What follows belongs to an exercise in optimizing a design on an open flow for a short achievable clock period and few clock cycles; a production flow would make more cautious choices. Function was checked by simulation only, so behaviour that the tests miss may differ from the original. No activity file was given, so power comes from the tool's default toggle rates.

--- flow/config.mk ---
export PLATFORM = sky130hd
export DESIGN_NAME = mips_cpu
export DESIGN_NICKNAME = mips_cpu
export VERILOG_FILES = /design/flow/design.v
export SDC_FILE = /design/flow/constraint.sdc
export NUM_CORES = 4
export LEC_CHECK = 0
export CAP_MARGIN = 20
export CORE_MARGIN = 2
export CORE_UTILIZATION = 40
export SLEW_MARGIN = 20
--- flow/constraint.sdc ---
create_clock -name core_clock -period 7.5 [get_ports {clk}]
set_input_delay 1.5000 -clock core_clock [delete_from_list [all_inputs] [get_ports {clk}]]
set_output_delay 1.5000 -clock core_clock [all_outputs]
set_load 0.01 [all_outputs]
--- flow/design.v ---
module mips_cpu(
  input  logic        clk,
  input  logic        resetn,
  output logic        imem_req_vld,
  output logic [31:0] imem_req_addr,
  input  logic        imem_rsp_vld,
  input  logic [31:0] imem_rsp_data,
  output logic        dmem_req_vld,
  output logic        dmem_req_rnw,
  output logic [31:0] dmem_req_addr,
  output logic [31:0] dmem_req_data,
  input  logic        dmem_rsp_vld,
  input  logic [31:0] dmem_rsp_data
);
  logic [31:0] pc_q;
  logic [31:0] ras_q;
  logic        fd_vld;
  logic [31:0] fd_pc;
  logic [31:0] fd_ins;
  logic        fd_pred;      
  logic [31:0] fd_ptgt;      
  logic        de_vld;
  logic [31:0] de_a;
  logic [31:0] de_b;
  logic [31:0] de_c;         
  logic [31:0] de_alt;       
  logic [31:0] de_ptgt;      
  logic        de_br;        
  logic        de_pred;
  logic [1:0]  de_brk;       
  logic        de_jr;
  logic        de_link;
  logic        de_wr;
  logic [4:0]  de_dst;
  logic        de_ld;
  logic        de_st;
  logic [1:0]  de_sz;        
  logic        de_sgn;
  logic        de_s_add, de_s_sub, de_s_and, de_s_or, de_s_xor, de_s_nor;
  logic        de_s_slt, de_s_sltu, de_s_sll, de_s_srl, de_s_sra;
  logic        em_vld;
  logic        em_mem;
  logic        em_ld;
  logic        em_wr;
  logic [4:0]  em_dst;
  logic [1:0]  em_sz;
  logic        em_sgn;
  logic [31:0] em_res;
  logic [31:0] em_sdat;
  logic [31:0] rf_q [1:31];
  logic [31:1] rf_v;
  logic gstall;      
  logic redirect;    
  logic [31:0] redirect_pc;
  logic dstall;      
  assign gstall = em_mem & ~dmem_rsp_vld;
  logic [31:0] ld_val;
  logic [31:0] m_res;
  logic        m_wr;
  always_comb begin
    case (em_sz)
      2'd0:    ld_val = {{24{em_sgn & dmem_rsp_data[7]}}, dmem_rsp_data[7:0]};
      2'd1:    ld_val = {{16{em_sgn & dmem_rsp_data[15]}}, dmem_rsp_data[15:0]};
      default: ld_val = dmem_rsp_data;
    endcase
  end
  assign m_res = em_ld ? ld_val : em_res;
  assign m_wr  = em_vld & em_wr & ~gstall;
  assign dmem_req_vld  = em_mem;
  assign dmem_req_rnw  = em_ld;
  assign dmem_req_addr = em_res;
  assign dmem_req_data = em_sdat;
  always_ff @(posedge clk) begin
    for (int r = 1; r < 32; r++) begin
      if (m_wr && em_dst == r[4:0]) rf_q[r] <= m_res;
    end
  end
  always_ff @(posedge clk, negedge resetn) begin
    if (!resetn) begin
      rf_v <= '0;
    end else begin
      for (int r = 1; r < 32; r++) begin
        if (m_wr && em_dst == r[4:0]) rf_v[r] <= 1'b1;
      end
    end
  end
  logic [31:0] e_sum, e_dif, e_sll, e_srl, e_sra, e_res;
  logic        e_slt, e_sltu, e_eq, e_taken, e_mis;
  assign e_sum  = de_a + de_b;
  assign e_dif  = de_a - de_b;
  assign e_sll  = de_b << de_a[4:0];
  assign e_srl  = de_b >> de_a[4:0];
  assign e_sra  = $unsigned($signed(de_b) >>> de_a[4:0]);
  assign e_slt  = (de_a[31] ^ de_b[31]) ? de_a[31] : e_dif[31];
  assign e_sltu = (de_a[31] ^ de_b[31]) ? de_b[31] : e_dif[31];
  assign e_res = ({32{de_s_add}}  & e_sum)
               | ({32{de_s_sub}}  & e_dif)
               | ({32{de_s_and}}  & (de_a & de_b))
               | ({32{de_s_or}}   & (de_a | de_b))
               | ({32{de_s_xor}}  & (de_a ^ de_b))
               | ({32{de_s_nor}}  & ~(de_a | de_b))
               | ({32{de_s_sll}}  & e_sll)
               | ({32{de_s_srl}}  & e_srl)
               | ({32{de_s_sra}}  & e_sra)
               | ({32{de_link}}   & de_c)
               | {31'b0, (de_s_slt & e_slt) | (de_s_sltu & e_sltu)};
  assign e_eq = (de_a == de_b);
  always_comb begin
    case (de_brk)
      2'd0:    e_taken = e_eq;
      2'd1:    e_taken = ~e_eq;
      2'd2:    e_taken = de_a[31] | e_eq;
      default: e_taken = ~de_a[31] & ~e_eq;
    endcase
  end
  assign e_mis = (de_br & (e_taken ^ de_pred))
               | (de_jr & (~de_pred | (de_a != de_ptgt)));
  assign redirect    = de_vld & e_mis & ~gstall;
  assign redirect_pc = de_jr ? de_a : de_alt;
  logic [31:0] e_sdat;
  always_comb begin
    case (de_sz)
      2'd0:    e_sdat = {24'b0, de_c[7:0]};
      2'd1:    e_sdat = {16'b0, de_c[15:0]};
      default: e_sdat = de_c;
    endcase
  end
  always_ff @(posedge clk, negedge resetn) begin
    if (!resetn) begin
      em_vld <= 1'b0;
      em_mem <= 1'b0;
    end else if (!gstall) begin
      em_vld <= de_vld;
      em_mem <= de_vld & (de_ld | de_st);
    end
  end
  always_ff @(posedge clk) begin
    if (!gstall) begin
      em_ld   <= de_ld;
      em_wr   <= de_wr;
      em_dst  <= de_dst;
      em_sz   <= de_sz;
      em_sgn  <= de_sgn;
      em_res  <= e_res;
      em_sdat <= e_sdat;
    end
  end
  logic [5:0]  d_op, d_fn;
  logic [4:0]  d_rs, d_rt, d_rd, d_sh;
  logic [15:0] d_imm;
  logic [31:0] d_sext, d_zext, d_pc4, d_pc8, d_btgt;
  assign d_op  = fd_ins[31:26];
  assign d_rs  = fd_ins[25:21];
  assign d_rt  = fd_ins[20:16];
  assign d_rd  = fd_ins[15:11];
  assign d_sh  = fd_ins[10:6];
  assign d_fn  = fd_ins[5:0];
  assign d_imm = fd_ins[15:0];
  assign d_sext = {{16{d_imm[15]}}, d_imm};
  assign d_zext = {16'b0, d_imm};
  assign d_pc4  = fd_pc + 32'd4;
  assign d_pc8  = fd_pc + 32'd8;
  assign d_btgt = d_pc4 + {d_sext[29:0], 2'b00};
  logic [31:0] d_rsv, d_rtv, rf_rs, rf_rt;
  logic        fw_e_rs, fw_e_rt, fw_m_rs, fw_m_rt;
  assign rf_rs = (d_rs != 5'd0 && rf_v[d_rs]) ? rf_q[d_rs] : 32'd0;
  assign rf_rt = (d_rt != 5'd0 && rf_v[d_rt]) ? rf_q[d_rt] : 32'd0;
  assign fw_e_rs = de_vld & de_wr & (de_dst == d_rs);
  assign fw_e_rt = de_vld & de_wr & (de_dst == d_rt);
  assign fw_m_rs = em_vld & em_wr & (em_dst == d_rs);
  assign fw_m_rt = em_vld & em_wr & (em_dst == d_rt);
  assign d_rsv = fw_e_rs ? e_res : fw_m_rs ? m_res : rf_rs;
  assign d_rtv = fw_e_rt ? e_res : fw_m_rt ? m_res : rf_rt;
  logic d_rtype, d_j, d_jal, d_br, d_jr, d_jalr, d_ld, d_st;
  logic d_use_rs, d_use_rt, d_wr;
  logic [4:0] d_dst;
  logic d_s_add, d_s_sub, d_s_and, d_s_or, d_s_xor, d_s_nor;
  logic d_s_slt, d_s_sltu, d_s_sll, d_s_srl, d_s_sra;
  logic d_a_sh, d_a_zero, d_b_rt, d_b_zext, d_b_lui, d_b_zero;
  logic [1:0] d_sz, d_brk;
  logic d_sgn;
  always_comb begin
    d_rtype  = (d_op == 6'd0);
    d_j      = (d_op == 6'd2);
    d_jal    = (d_op == 6'd3);
    d_br     = (d_op[5:2] == 4'b0001);
    d_jr     = d_rtype & (d_fn == 6'd8);
    d_jalr   = d_rtype & (d_fn == 6'd9);
    d_ld     = (d_op[5:3] == 3'b100);
    d_st     = (d_op[5:3] == 3'b101);
    d_brk    = d_op[1:0];
    case (d_op[2:0])
      3'd0:    begin d_sz = 2'd0; d_sgn = ~d_op[3]; end   
      3'd1:    begin d_sz = 2'd1; d_sgn = ~d_op[3]; end   
      3'd3:    begin d_sz = d_op[3] ? 2'd2 : 2'd0; d_sgn = 1'b0; end   
      3'd4:    begin d_sz = 2'd1; d_sgn = 1'b0; end   
      default: begin d_sz = 2'd2; d_sgn = 1'b0; end   
    endcase
    d_s_add = 0; d_s_sub = 0; d_s_and = 0; d_s_or = 0; d_s_xor = 0; d_s_nor = 0;
    d_s_slt = 0; d_s_sltu = 0; d_s_sll = 0; d_s_srl = 0; d_s_sra = 0;
    d_a_sh = 0; d_a_zero = 0; d_b_rt = 0; d_b_zext = 0; d_b_lui = 0; d_b_zero = 0;
    d_use_rs = 0; d_use_rt = 0; d_wr = 0; d_dst = d_rt;
    if (d_rtype) begin
      d_dst = d_rd;
      d_b_rt = 1;
      d_use_rt = 1;
      d_use_rs = 1;
      d_wr = 1;
      case (d_fn)
        6'd0:  begin d_s_sll = 1; d_a_sh = 1; d_use_rs = 0; end
        6'd2:  begin d_s_srl = 1; d_a_sh = 1; d_use_rs = 0; end
        6'd3:  begin d_s_sra = 1; d_a_sh = 1; d_use_rs = 0; end
        6'd4:  d_s_sll = 1;
        6'd6:  d_s_srl = 1;
        6'd7:  d_s_sra = 1;
        6'd8:  begin d_wr = 0; d_use_rt = 0; end
        6'd9:  d_use_rt = 0;
        6'd32, 6'd33: d_s_add = 1;
        6'd34, 6'd35: d_s_sub = 1;
        6'd36: d_s_and = 1;
        6'd37: d_s_or  = 1;
        6'd38: d_s_xor = 1;
        6'd39: d_s_nor = 1;
        6'd42: d_s_slt = 1;
        6'd43: d_s_sltu = 1;
        default: ;
      endcase
    end else if (d_jal) begin
      d_wr = 1;
      d_dst = 5'd31;
    end else if (d_br) begin
      d_use_rs = 1;
      d_use_rt = ~d_op[1];
      d_b_rt = ~d_op[1];
      d_b_zero = d_op[1];
    end else if (d_ld) begin
      d_use_rs = 1;
      d_wr = 1;
      d_s_add = 1;
    end else if (d_st) begin
      d_use_rs = 1;
      d_use_rt = 1;
      d_s_add = 1;
    end else if (!d_j) begin
      d_use_rs = (d_op != 6'd15);
      d_wr = 1;
      case (d_op)
        6'd8, 6'd9: d_s_add = 1;
        6'd10: d_s_slt = 1;
        6'd11: d_s_sltu = 1;
        6'd12: begin d_s_and = 1; d_b_zext = 1; end
        6'd13: begin d_s_or  = 1; d_b_zext = 1; end
        6'd14: begin d_s_xor = 1; d_b_zext = 1; end
        6'd15: begin d_s_or  = 1; d_b_lui = 1; d_a_zero = 1; end
        default: ;
      endcase
    end
    if (d_dst == 5'd0) d_wr = 0;
  end
  logic d_link;
  assign d_link = d_jal | d_jalr;
  assign dstall = fd_vld & de_vld & de_ld & de_wr &
                  ((d_use_rs & (de_dst == d_rs)) | (d_use_rt & (de_dst == d_rt)));
  logic de_take;
  assign de_take = fd_vld & ~dstall & ~redirect;
  always_ff @(posedge clk, negedge resetn) begin
    if (!resetn) begin
      de_vld <= 1'b0;
    end else if (!gstall) begin
      de_vld <= de_take;
    end
  end
  always_ff @(posedge clk) begin
    if (!gstall) begin
      de_a    <= d_a_sh ? {27'b0, d_sh} : d_a_zero ? 32'd0 : d_rsv;
      de_b    <= d_b_rt ? d_rtv : d_b_zero ? 32'd0 : d_b_lui ? {d_imm, 16'b0} :
                 d_b_zext ? d_zext : d_sext;
      de_c    <= d_link ? d_pc8 : d_rtv;
      de_alt  <= fd_pred ? d_pc4 : d_btgt;
      de_ptgt <= fd_ptgt;
      de_br   <= d_br & (d_imm != 16'd0);
      de_pred <= fd_pred;
      de_brk  <= d_brk;
      de_jr   <= d_jr | d_jalr;
      de_link <= d_link;
      de_wr   <= d_wr;
      de_dst  <= d_dst;
      de_ld   <= d_ld;
      de_st   <= d_st;
      de_sz   <= d_sz;
      de_sgn  <= d_sgn;
      de_s_add <= d_s_add; de_s_sub <= d_s_sub; de_s_and <= d_s_and;
      de_s_or  <= d_s_or;  de_s_xor <= d_s_xor; de_s_nor <= d_s_nor;
      de_s_slt <= d_s_slt; de_s_sltu <= d_s_sltu;
      de_s_sll <= d_s_sll; de_s_srl <= d_s_srl; de_s_sra <= d_s_sra;
    end
  end
  always_ff @(posedge clk, negedge resetn) begin
    if (!resetn) begin
      ras_q <= 32'd0;
    end else if (de_vld & de_link & ~gstall) begin
      ras_q <= de_c;
    end
  end
  logic [31:0] f_ins, f_pc4, f_npc, f_ras;
  logic [5:0]  f_op;
  logic        f_j, f_bb, f_jr31, f_pred;
  logic [18:0] f_blo;
  logic [13:0] f_pc4_hi_m1;
  logic [31:0] f_btgt;
  assign f_ins  = imem_rsp_data;
  assign f_op   = f_ins[31:26];
  assign f_pc4  = pc_q + 32'd4;
  assign f_j    = (f_op[5:1] == 5'b00001);
  assign f_bb   = (f_op[5:2] == 4'b0001) & f_ins[15];
  assign f_jr31 = (f_op == 6'd0) & (f_ins[25:21] == 5'd31) & (f_ins[5:0] == 6'd8);
  assign f_pred = f_j | f_bb | f_jr31;
  assign f_ras  = (de_vld & de_link) ? de_c : ras_q;
  assign f_blo        = {1'b0, f_pc4[17:0]} + {1'b0, f_ins[15:0], 2'b00};
  assign f_pc4_hi_m1  = f_pc4[31:18] - 14'd1;
  assign f_btgt       = {f_blo[18] ? f_pc4[31:18] : f_pc4_hi_m1, f_blo[17:0]};
  assign f_npc = f_j   ? {f_pc4[31:28], f_ins[25:0], 2'b00} :
                 f_bb  ? f_btgt :
                 f_jr31 ? f_ras : f_pc4;
  logic f_adv;
  assign f_adv = imem_rsp_vld & ~dstall;
  assign imem_req_vld  = 1'b1;
  assign imem_req_addr = pc_q;
  always_ff @(posedge clk, negedge resetn) begin
    if (!resetn) begin
      pc_q   <= 32'd0;
      fd_vld <= 1'b0;
    end else if (!gstall) begin
      if (redirect) begin
        pc_q   <= redirect_pc;
        fd_vld <= 1'b0;
      end else if (!dstall) begin
        fd_vld <= imem_rsp_vld;
        if (imem_rsp_vld) pc_q <= f_npc;
      end
    end
  end
  always_ff @(posedge clk) begin
    if (!gstall && !redirect && f_adv) begin
      fd_pc   <= pc_q;
      fd_ins  <= f_ins;
      fd_pred <= f_pred;
      fd_ptgt <= f_ras;
    end
  end
endmodule
--- flow/run.sh ---
#!/bin/bash
# synth_recipe.tcl (not shown) runs the flow's synth.tcl, then flattens the netlist and writes it again
# the make line also repeats each setting of config.mk as NAME=value (left out here)
make -C /OpenROAD-flow-scripts/flow DESIGN_CONFIG=/design/flow/config.mk WORK_HOME=/design/flow/orfs CLKGATE_MAP_FILE= SYNTH_SCRIPT=/design/flow/synth_recipe.tcl finish
==> results.toml <==
[status]
status = "no timing/DRC/antenna violations"

[routing]
wl_per_cell_um = 43.9
drt_wl_total_um = 400000
first_pass_iters = 13
via_count = 68048
drcViolationCount = 0
viasPerCell = 7.46
ant_nets = 0
drtIter0Drc = 14564

[global_routing]
gr-total-overflow = 0
grt_max_degree = 142
track_usage = 0.393
grt_pass1_wl_um = 535000
antenna_found_initial = 32
grt_pass1_vias = 62852

[clocking]
post_cts_buffers = 0
tritoncts = "done"
cts_resized = 0
cts-root-buf = "clkbuf_16"
ctsHoldBuffers = 0
clock_latency_ps = 870
htreeDepth = 4
clkTransAtPathRegs_ps = 60
clock_sinks = 1473
cts_buffers = 159
cts_buffer_depth = 3

[sta]
worstMarginPinSlew_ps = 1440
hold_viol_final = 0
setup_ws_ps = 1690
fmax_ghz = 0.172
setup_tns_ps = 0
hold_slack_ps = 408
finalCritPeriodShare = 0.775
finalSetupViolCount = 0
period_needed_ps = 5810
rsz0062_at_grt = "false"
slew_headroom = 0.0372
finalMaxSlewViolations = 0
skew_ps = 88.0

[power]
switching_share = 0.433
clkPwrFrac = 0.221
power_density_nw_per_um2 = 424
p_leak_nw = 30.4
ir_drop_mv = 0.243
p_comb_frac = 0.419
p_switching_w = 0.0162
p_int_w = 0.0213
power_frac_seq = 0.360

[placement]
gp_congestion = 1.02
place_ws_ps = 1930
post-place-cells = 8799
portBuffers = 165
dp_hpwl_um = 258000

[worst_hold_path]
hold_class = "register to register"

[floorplanning]
die_area_um2 = 196000
die_w_um = 443
die_y_um = 443
num_rows = 161
ioPinCount = 167
initial_core_util = 0.401
core_um2 = 192000

[synth]
synth.area.top_cells = "edfxtp_1 (53%), a22oi_1 (4.5%), dfrtp_1 (3.2%)"
synth_nets = 6544
synthesis.area_um2 = 77100
synth-edff-count = 1351
synth_top_area_frac = 0.526
yosysUniqueCellTypes = 114
synth-seq-cells = 1473
synth_top_flop_cell = "edfxtp_1"
ys_async_sr_fraction = 0.0672
syn_inst = 6305
syn_area_per_cell_um2 = 12.2
synth-warning-count = 34
synth_top_area_cell = "edfxtp_1"
yosysSeqAreaShare = 0.565

[worst_setup_path]
worstSetupPathType = "register to register"
end_kind = "register"
startpoint_type = "register"
cp.arrival_ps = 6320
worstPathRequired_ps = 8010
crit_fanout = 14

[cells_and_area]
regArea_um2 = 43500
largest_register = "rf_q"
fillCellCount = 17197
final_cells = 9116
num-nets-final = 6679
layout-drive-gt1-share = 0.141
multi_input_area_um2 = 31700
largest_reg_flops = 992
areaGrowthSynthToFinish_pct = 15.0

[job]
cap_viol_max_count = 0
==> cells by family after synthesis <==
kind of cell / share of synthesized area
buffers and inverters: 0.0361
XOR/XNOR: 0.0221
multiplexers: 0.0518
flip-flops: 0.565
AND/OR/NAND/NOR: 0.0965
adder cells (fa/ha/maj): 0.0284
other: 0.0000487
AO/OA/AOI/OAI: 0.200
==> routing by layer <==
metal  track usage  vias up  wire length (um)
met2         0.580     6907            169000
met1         0.457    33156            131000
met3         0.142     2179             56300
met5       0.00611        -               318
met4         0.327       26             43200
li1              -    25780                 -
==> Yosys cell counts, drive strengths merged, types with 18 or more instances <==
| cell | count |
|---|---|
| xnor2 | 114 |
| inv | 214 |
| or3 | 19 |
| mux2i | 105 |
| o21bai | 20 |
| mux4 | 78 |
| clkbuf | 312 |
| edfxtp | 1351 |
| a21o | 32 |
| nor2 | 367 |
| nor4bb | 18 |
| or2 | 49 |
| mux2 | 105 |
| o21a | 28 |
| a21oi | 220 |
| xor2 | 80 |
| nor4 | 36 |
| o21ai | 229 |
| ha | 165 |
| o211ai | 52 |
| nor3b | 26 |
| a211oi | 63 |
| nand2b | 31 |
| a221oi | 290 |
| o221ai | 38 |
| dfrtp | 99 |
| o31ai | 29 |
| buf | 151 |
| nand3 | 161 |
| o22ai | 30 |
| nand2 | 286 |
| a2111oi | 41 |
| a22o | 262 |
| nand4 | 171 |
| nor3 | 110 |
| and3 | 42 |
| and2 | 36 |
| a22oi | 457 |
| dfxtp | 23 |
| a222oi | 36 |
| nor2b | 37 |
| a31oi | 59 |
==> final timing paths <==
check	cells after the start	startpoint	slack [ps]	endpoint
hold / removal	0	fd_ptgt[30]$_DFFE_PN_	410	de_ptgt[30]$_DFFE_PN_
max in group asynchronous	2	resetn	5390	rf_v[5]$_DFFE_PN0P_
hold reg to reg	0	fd_ptgt[30]$_DFFE_PN_	410	de_ptgt[30]$_DFFE_PN_
min in group asynchronous	1	resetn	740	pc_q[5]$_DFFE_PN0P_
setup / recovery	18	de_b[16]$_DFFE_PN_	1690	de_c[31]$_DFFE_PN_
setup reg to reg	18	de_b[16]$_DFFE_PN_	1690	de_c[31]$_DFFE_PN_
==> per-stage QoR <==
step	util	total power (W)	area, um2
floorplan	-	0.0209	77100
global placement	0.432	0.0284	82900
detailed placement	0.432	0.0284	83000
CTS	0.461	0.0366	88400
global route	0.461	0.0382	88600
finish	0.462	0.0375	88600
==> critical path, stage by stage, from the launching register on <==
cell and delay, ps:
edfxtp_1 600, inv_1 120, ha_1 620, inv_1 200
a21oi_1 400, nand3_1 190, a221oi_1 530, o211ai_1 370
o21ai_1 270, o311ai_0 150, a21oi_1 190, o21bai_1 130
fa_1 460, a222oi_1 320, nand2_1 100, a221oi_1 280
nand4_1 210, o21ai_1 220, a21oi_1 90
==> cells in the final DEF, fill, tap and decap left out, types with 33 or more instances in the layout <==
| cell type | count |
|---|---|
| a211oi_1 | 61 |
| a21oi_1 | 219 |
| a221oi_1 | 276 |
| a222oi_1 | 36 |
| a22o_1 | 262 |
| a22oi_1 | 457 |
| a31oi_1 | 51 |
| and2_1 | 35 |
| and3_1 | 42 |
| buf_4 | 252 |
| clkbuf_16 | 162 |
| clkdlybuf4s50_1 | 164 |
| clkinv_1 | 33 |
| dfrtp_1 | 99 |
| edfxtp_1 | 1351 |
| ha_1 | 165 |
| inv_1 | 204 |
| mux2_2 | 103 |
| mux2i_1 | 105 |
| mux4_2 | 78 |
| nand2_1 | 286 |
| nand3_1 | 159 |
| nand4_1 | 169 |
| nor2_1 | 319 |
| nor2_4 | 44 |
| nor2b_1 | 36 |
| nor3_1 | 103 |
| o211ai_1 | 51 |
| o21ai_0 | 202 |
| o221ai_1 | 38 |
| or2_2 | 46 |
| xnor2_1 | 114 |
| xor2_1 | 79 |
==> final cells by class <==
class                   count  area share
clock buffers             193      0.0479
inverters                 218     0.00930
flip-flops and latches   1473       0.491
diodes                     21    0.000593
clock inverters            97      0.0137
well taps                2526      0.0357
repair buffers            437      0.0442
multi-input cells        4151       0.358
==> power groups by stage <==
| stage | Clock, W | Combinational (W) | Sequential [W] |
|---|---|---|---|
| 6_report | 0.00831 | 0.0157 | 0.0135 |
| 5_1_grt | 0.00858 | 0.0161 | 0.0135 |
| 4_1_cts | 0.00829 | 0.0149 | 0.0134 |
| 3_5_place_dp | 0 | 0.0148 | 0.0136 |
| 3_3_place_gp | 0 | 0.0149 | 0.0135 |
| 2_1_floorplan | 0 | 0.00820 | 0.0127 |
Testbench counts, summed over its fixed seeds: cycles 72,470.

## what the ideal ports hide
How much do the figures lean on ideal ports? The routed layout below was timed once more, with nothing changed but the port constraints. Step 1 assumes that a clkbuf_16 drives the clock port and a buf_2 every other input. Step 2 moves the port delays by t, midway between the first and last clock arrival at a register: inputs arrive t later, outputs are due t later. That takes back most of the time a late clock gives input paths. Slacks: ideal / step 1 / step 2; pairs: ideal / step 1.
t, ns: 0.914
setup WS [ns]: 1.691 / 1.691 / 1.691
cell pins on the clock port's net: 1
After both steps this run still meets setup and hold. The setup slack of this run moves by 0.000 ns with the drivers and by 0.000 ns with both steps.
